This design comes from an exercise in tuning for small area on the open sky130 flow, not from production work.
At most, simulation tests tie the RTL to the original design; equivalence was not proved.
No activity file was given, so power comes from the tool's default toggle rates.

==> module Pong_Ball_Ctl, before the edit <==
module Pong_Ball_Ctl (
    input  clk_i,
    input  rst_i,
    input  active_i,
    output reg [5:0] x_o,
    output reg [4:0] y_o
);
    localparam [20:0] SEED = 21'h0996ae;
    localparam [20:0] TERM = 21'h04cb57;
    reg [20:0] q_r;
    reg left_r, up_r;
    wire term_w = (q_r == TERM);
    wire e0 = active_i & ~rst_i, h0 = ~active_i & ~rst_i;
    wire e1 = ~active_i | rst_i, h1 = active_i | rst_i;
    wire [20:0] sh = {q_r[19:0], q_r[20] ^ q_r[1] ^ term_w};
    wire [20:0] n0 = (sh & {21{e0}}) | (q_r & {21{h0}});
    wire [20:0] n1 = (sh | {21{e1}}) & (q_r | {21{h1}});
    wire ld_w = rst_i | ~active_i;
    wire go_left_w = left_r ? (x_o != 6'd0) : (x_o == 6'd39);
    wire go_up_w   = up_r   ? (y_o != 5'd0) : (y_o == 5'd29);
    wire [5:0] tx_w;
    wire [4:0] ty_w;
    assign tx_w[0] = term_w;
    assign ty_w[0] = term_w;
    genvar i;
    generate
        for (i = 1; i < 6; i = i + 1) begin : gx
            assign tx_w[i] = tx_w[i-1] & (x_o[i-1] ^ go_left_w);
        end
        for (i = 1; i < 5; i = i + 1) begin : gy
            assign ty_w[i] = ty_w[i-1] & (y_o[i-1] ^ go_up_w);
        end
    endgenerate
    always @(posedge clk_i) begin
        q_r <= (n0 & ~SEED) | (n1 & SEED);
        if (ld_w) begin
            x_o    <= 6'd20;
            y_o    <= 5'd15;
            left_r <= 1'b1;
            up_r   <= 1'b1;
        end else begin
            x_o <= x_o ^ tx_w;
            y_o <= y_o ^ ty_w;
            if (term_w) begin
                left_r <= go_left_w;
                up_r   <= go_up_w;
            end
        end
    end
endmodule
==> module Classic_Pong_Top, before the edit <==
module Classic_Pong_Top (
    input clk_i,
    input rst_i,
    input UART_RX_i,
    input sw1_i,
    input sw2_i,
    input sw3_i,
    input sw4_i,
    output VGA_Hsync_o,
    output VGA_Vsync_o,
    output VGA_Red_0_o,
    output VGA_Red_1_o,
    output VGA_Red_2_o,
    output VGA_Grn_0_o,
    output VGA_Grn_1_o,
    output VGA_Grn_2_o,
    output VGA_Blu_0_o,
    output VGA_Blu_1_o,
    output VGA_Blu_2_o
);
    localparam [2:0] IDLE = 3'd0, RUNNING = 3'd1, P1_WINS = 3'd2,
                     P2_WINS = 3'd3, CLEANUP = 3'd4;
    wire rx_dv_w;
    UART_RX uart_i (.clk_i(clk_i), .rst_i(rst_i), .rx_serial_i(UART_RX_i),
                    .rx_dv_o(rx_dv_w));
    wire sw1_w, sw2_w, sw3_w, sw4_w;
    Debounced_Switch sw_1 (.clk_i(clk_i), .rst_i(rst_i), .sw_i(sw1_i), .sw_o(sw1_w));
    Debounced_Switch sw_2 (.clk_i(clk_i), .rst_i(rst_i), .sw_i(sw2_i), .sw_o(sw2_w));
    Debounced_Switch sw_3 (.clk_i(clk_i), .rst_i(rst_i), .sw_i(sw3_i), .sw_o(sw3_w));
    Debounced_Switch sw_4 (.clk_i(clk_i), .rst_i(rst_i), .sw_i(sw4_i), .sw_o(sw4_w));
    wire [4:0] p1_y_w, p2_y_w;
    Pong_Paddle_Ctl p1_i (.clk_i(clk_i), .rst_i(rst_i), .up_i(sw1_w), .dn_i(sw2_w), .y_o(p1_y_w));
    Pong_Paddle_Ctl p2_i (.clk_i(clk_i), .rst_i(rst_i), .up_i(sw3_w), .dn_i(sw4_w), .y_o(p2_y_w));
    reg [2:0] state_r;
    reg [3:0] p1_score_r, p2_score_r;
    wire [5:0] ball_x_w;
    wire [4:0] ball_y_w;
    Pong_Ball_Ctl ball_i (.clk_i(clk_i), .rst_i(rst_i), .active_i(state_r == RUNNING),
                          .x_o(ball_x_w), .y_o(ball_y_w));
    function covers(input [5:0] r, input [4:0] y);
        covers = (r >= {1'b0, y}) && (r <= {1'b0, y} + 6'd6);
    endfunction
    wire ball_edge_w = (ball_x_w == 6'd0) || (ball_x_w == 6'd39);
    wire ball_cov_w  = covers({1'b0, ball_y_w}, ball_x_w[5] ? p2_y_w : p1_y_w);
    always @(posedge clk_i) begin
        if (rst_i) begin
            state_r    <= IDLE;
            p1_score_r <= 4'd0;
            p2_score_r <= 4'd0;
        end else
            case (state_r)
                IDLE:
                    if (rx_dv_w) state_r <= RUNNING;
                RUNNING:
                    if (ball_edge_w && !ball_cov_w)
                        state_r <= ball_x_w[5] ? P1_WINS : P2_WINS;
                P1_WINS:
                    if (p1_score_r == 4'd8)
                        p1_score_r <= 4'd0;
                    else begin
                        p1_score_r <= p1_score_r + 4'd1;
                        state_r    <= CLEANUP;
                    end
                P2_WINS:
                    if (p2_score_r == 4'd8)
                        p2_score_r <= 4'd0;
                    else begin
                        p2_score_r <= p2_score_r + 4'd1;
                        state_r    <= CLEANUP;
                    end
                CLEANUP:
                    state_r <= IDLE;
                default: ;
            endcase
    end
    wire [3:0] px_w, py_w;
    wire [5:0] cell_x_w, cell_y_w;
    VGA_Sync_Count vga_i (.clk_i(clk_i), .rst_i(rst_i), .px_o(px_w), .cx_o(cell_x_w),
                          .py_o(py_w), .cy_o(cell_y_w));
    wire [9:0] col_w = {cell_x_w, px_w};
    wire [9:0] row_w = {cell_y_w, py_w};
    wire draw_w = (cell_x_w == ball_x_w && cell_y_w == {1'b0, ball_y_w})
                | ((cell_x_w == 6'd0 || cell_x_w == 6'd39)
                   && covers(cell_y_w, cell_x_w[5] ? p2_y_w : p1_y_w));
    reg [2:0] video_r;
    always @(posedge clk_i) begin
        if (rst_i)
            video_r <= 3'b000;
        else
            video_r <= {video_r[1:0], draw_w};
    end
    assign VGA_Hsync_o = !(col_w >= 10'd661 && col_w <= 10'd752);
    assign VGA_Vsync_o = !((row_w == 10'd490 && col_w >= 10'd3) || row_w == 10'd491 ||
                           (row_w == 10'd492 && col_w < 10'd3));
    assign {VGA_Red_2_o, VGA_Red_1_o, VGA_Red_0_o} = {3{video_r[2]}};
    assign {VGA_Grn_2_o, VGA_Grn_1_o, VGA_Grn_0_o} = {3{video_r[2]}};
    assign {VGA_Blu_2_o, VGA_Blu_1_o, VGA_Blu_0_o} = {3{video_r[2]}};
endmodule
==> flow/config.mk <==
export PLATFORM = sky130hd
export DESIGN_NAME = Classic_Pong_Top
export DESIGN_NICKNAME = Classic_Pong_Top
export VERILOG_FILES = /design/flow/design.v
export SDC_FILE = /design/flow/constraint.sdc
export NUM_CORES = 4
export LEC_CHECK = 0
export CAP_MARGIN = 20
export CORE_MARGIN = 2
export CORE_UTILIZATION = 70
export PLACE_DENSITY = 0.85
export SLEW_MARGIN = 20
==> flow/constraint.sdc <==
create_clock -name core_clock -period 40.0 [get_ports {clk_i}]
set_input_delay 8.0000 -clock core_clock [delete_from_list [all_inputs] [get_ports {clk_i}]]
set_output_delay 8.0000 -clock core_clock [all_outputs]
set_load 0.01 [all_outputs]
standard.sh (not shown) runs the stock make flow with config.mk's settings and CLKGATE_MAP_FILE= SYNTH_SCRIPT=/design/flow/synth_recipe.tcl, a recipe that flattens the netlist after the stock synthesis.
==> flow/flow/run.sh <==
#!/bin/bash
# Layout flow: the standard synthesis, an area re-mapping of its
# combinational logic (flip-flops untouched), then the standard layout
# steps with a smaller clock tree and smaller port buffers.
set -euo pipefail
W=$PWD
F=$W/flow
R=$W/orfs/results/sky130hd/Classic_Pong_Top/base
LIB=$FLOW_HOME/platforms/sky130hd/lib/sky130_fd_sc_hd__tt_025C_1v80.lib

# 1. the standard synthesis
bash standard.sh synth > $W/log_1_synth.txt 2>&1
cp $R/1_2_yosys.v $W/std_synth.v

# 2. re-map the gates between the flip-flops with ABC (four random seeds in
#    parallel), keep the smallest netlist
for s in 1 2 3 4; do
  sed "s/@SEED@/$s/" $F/area.abc > $W/area_$s.abc
  LIBFILE=$LIB NETIN=$W/std_synth.v NETOUT=$W/reopt_$s.v TOP=$FLOW_TOP ABCSCRIPT=$W/area_$s.abc \
    yosys -c $F/reopt.tcl > $W/log_2_reopt_$s.txt 2>&1 &
done
wait
best=""; bestA=""
for s in 1 2 3 4; do
  a=$(sed -nE "s/.*Chip area for module .*: ([0-9.]+).*/\1/p" $W/reopt_$s.v.stat | head -1)
  echo "seed $s area $a" >> $W/log_2_reopt_pick.txt
  if [[ -n "$a" ]] && { [[ -z "$bestA" ]] || awk "BEGIN{exit !($a < $bestA)}"; }; then best=$s; bestA=$a; fi
done
echo "picked seed $best area $bestA" >> $W/log_2_reopt_pick.txt
cp $W/reopt_$best.v $R/1_2_yosys.v
rm -f $R/1_synth.odb $R/1_synth.sdc

# 3. the standard flow's layout steps; the clock tree uses clkbuf_8 with clusters of up
#    to 20 flip-flops and no dummy loads, the ports get buf_1 buffers
CTS="-sink_clustering_enable -repair_clock_nets -dont_use_dummy_load"
CTS="$CTS -buf_list sky130_fd_sc_hd__clkbuf_8 -root_buf sky130_fd_sc_hd__clkbuf_8"
CTS="$CTS -sink_clustering_size 20 -sink_clustering_max_diameter 60"
bash standard.sh "CTS_ARGS=$CTS" "BUFFER_PORTS_ARGS=-buffer_cell sky130_fd_sc_hd__buf_1" \
  finish > $W/log_3_layout.txt 2>&1
Other scripts of this flow, unchanged in this note and not shown: flow/flow/area.abc, flow/flow/reopt.tcl
==> next run, changes <==
--- a/flow/design.v
+++ b/flow/design.v
@@ -125,7 +125,7 @@
     wire [20:0] sh = {q_r[19:0], q_r[20] ^ q_r[1] ^ term_w};
     wire [20:0] n0 = (sh & {21{e0}}) | (q_r & {21{h0}});
     wire [20:0] n1 = (sh | {21{e1}}) & (q_r | {21{h1}});
-    wire ld_w = rst_i | ~active_i;
+    wire ld_w = ~active_i;
     wire go_left_w = left_r ? (x_o != 6'd0) : (x_o == 6'd39);
     wire go_up_w   = up_r   ? (y_o != 5'd0) : (y_o == 5'd29);
     wire [5:0] tx_w;
@@ -198,7 +198,11 @@
     Pong_Ball_Ctl ball_i (.clk_i(clk_i), .rst_i(rst_i), .active_i(state_r == RUNNING),
                           .x_o(ball_x_w), .y_o(ball_y_w));
     function covers(input [5:0] r, input [4:0] y);
-        covers = (r >= {1'b0, y}) && (r <= {1'b0, y} + 6'd6);
+        reg [4:0] d;
+        begin
+            d = r[4:0] - y;
+            covers = !r[5] && d[4:3] == 2'b00 && d[2:0] != 3'b111;
+        end
     endfunction
     wire ball_edge_w = (ball_x_w == 6'd0) || (ball_x_w == 6'd39);
     wire ball_cov_w  = covers({1'b0, ball_y_w}, ball_x_w[5] ? p2_y_w : p1_y_w);
@@ -245,9 +249,10 @@
     reg [2:0] video_r;
     always @(posedge clk_i) begin
         if (rst_i)
-            video_r <= 3'b000;
+            video_r[1:0] <= 2'b00;
         else
-            video_r <= {video_r[1:0], draw_w};
+            video_r[1:0] <= {video_r[0], draw_w};
+        video_r[2] <= video_r[1];
     end
     assign VGA_Hsync_o = !(col_w >= 10'd661 && col_w <= 10'd752);
     assign VGA_Vsync_o = !((row_w == 10'd490 && col_w >= 10'd3) || row_w == 10'd491 ||
After rerunning:
- The changed run completed without violations
- non-clock buffer count went up by 3
- die area barely changes
- setup slack improved by 0.27 ns
- fmax goes up by 2.7%
- count of clock-buffer cells in the layout goes down by 1
- combinational power rises by about 5%
- design area is unchanged
- clock power goes down by 2.9%
- cell count rises by 0.86%
- hold slack degrades by 0.052 ns
For the second run of this note, only the layout was checked, not whether the RTL still works.

[afterwards: timing with drivers on the ports]
In the flow no input, the clock included, has a driving cell. The finished layouts below were timed again as built, in two steps. Step 1, drivers: a clkbuf_16 drives clk_i and a buf_2 each remaining input, both assumed. Step 2 times the ports against the registers' clock, not the clock port: input delays grow and output delays shrink by t, the midpoint of the rising clock arrivals with the driver on. Three values: ideal ports, drivers, drivers and shift; two values: the first two.
| run | t (ns) | setup slack, ns | worst setup path after step 2 |
|---|---|---|---|
| the first run | 0.502 | 29.767 / 29.731 / 29.749 | input to register |
| the second run | 0.503 | 30.040 / 30.003 / 30.401 | input to register |
After both steps every run listed still meets setup and hold. For the first run, which loses most, drivers alone change the setup slack by -0.036 ns; drivers and shift together by -0.018 ns.
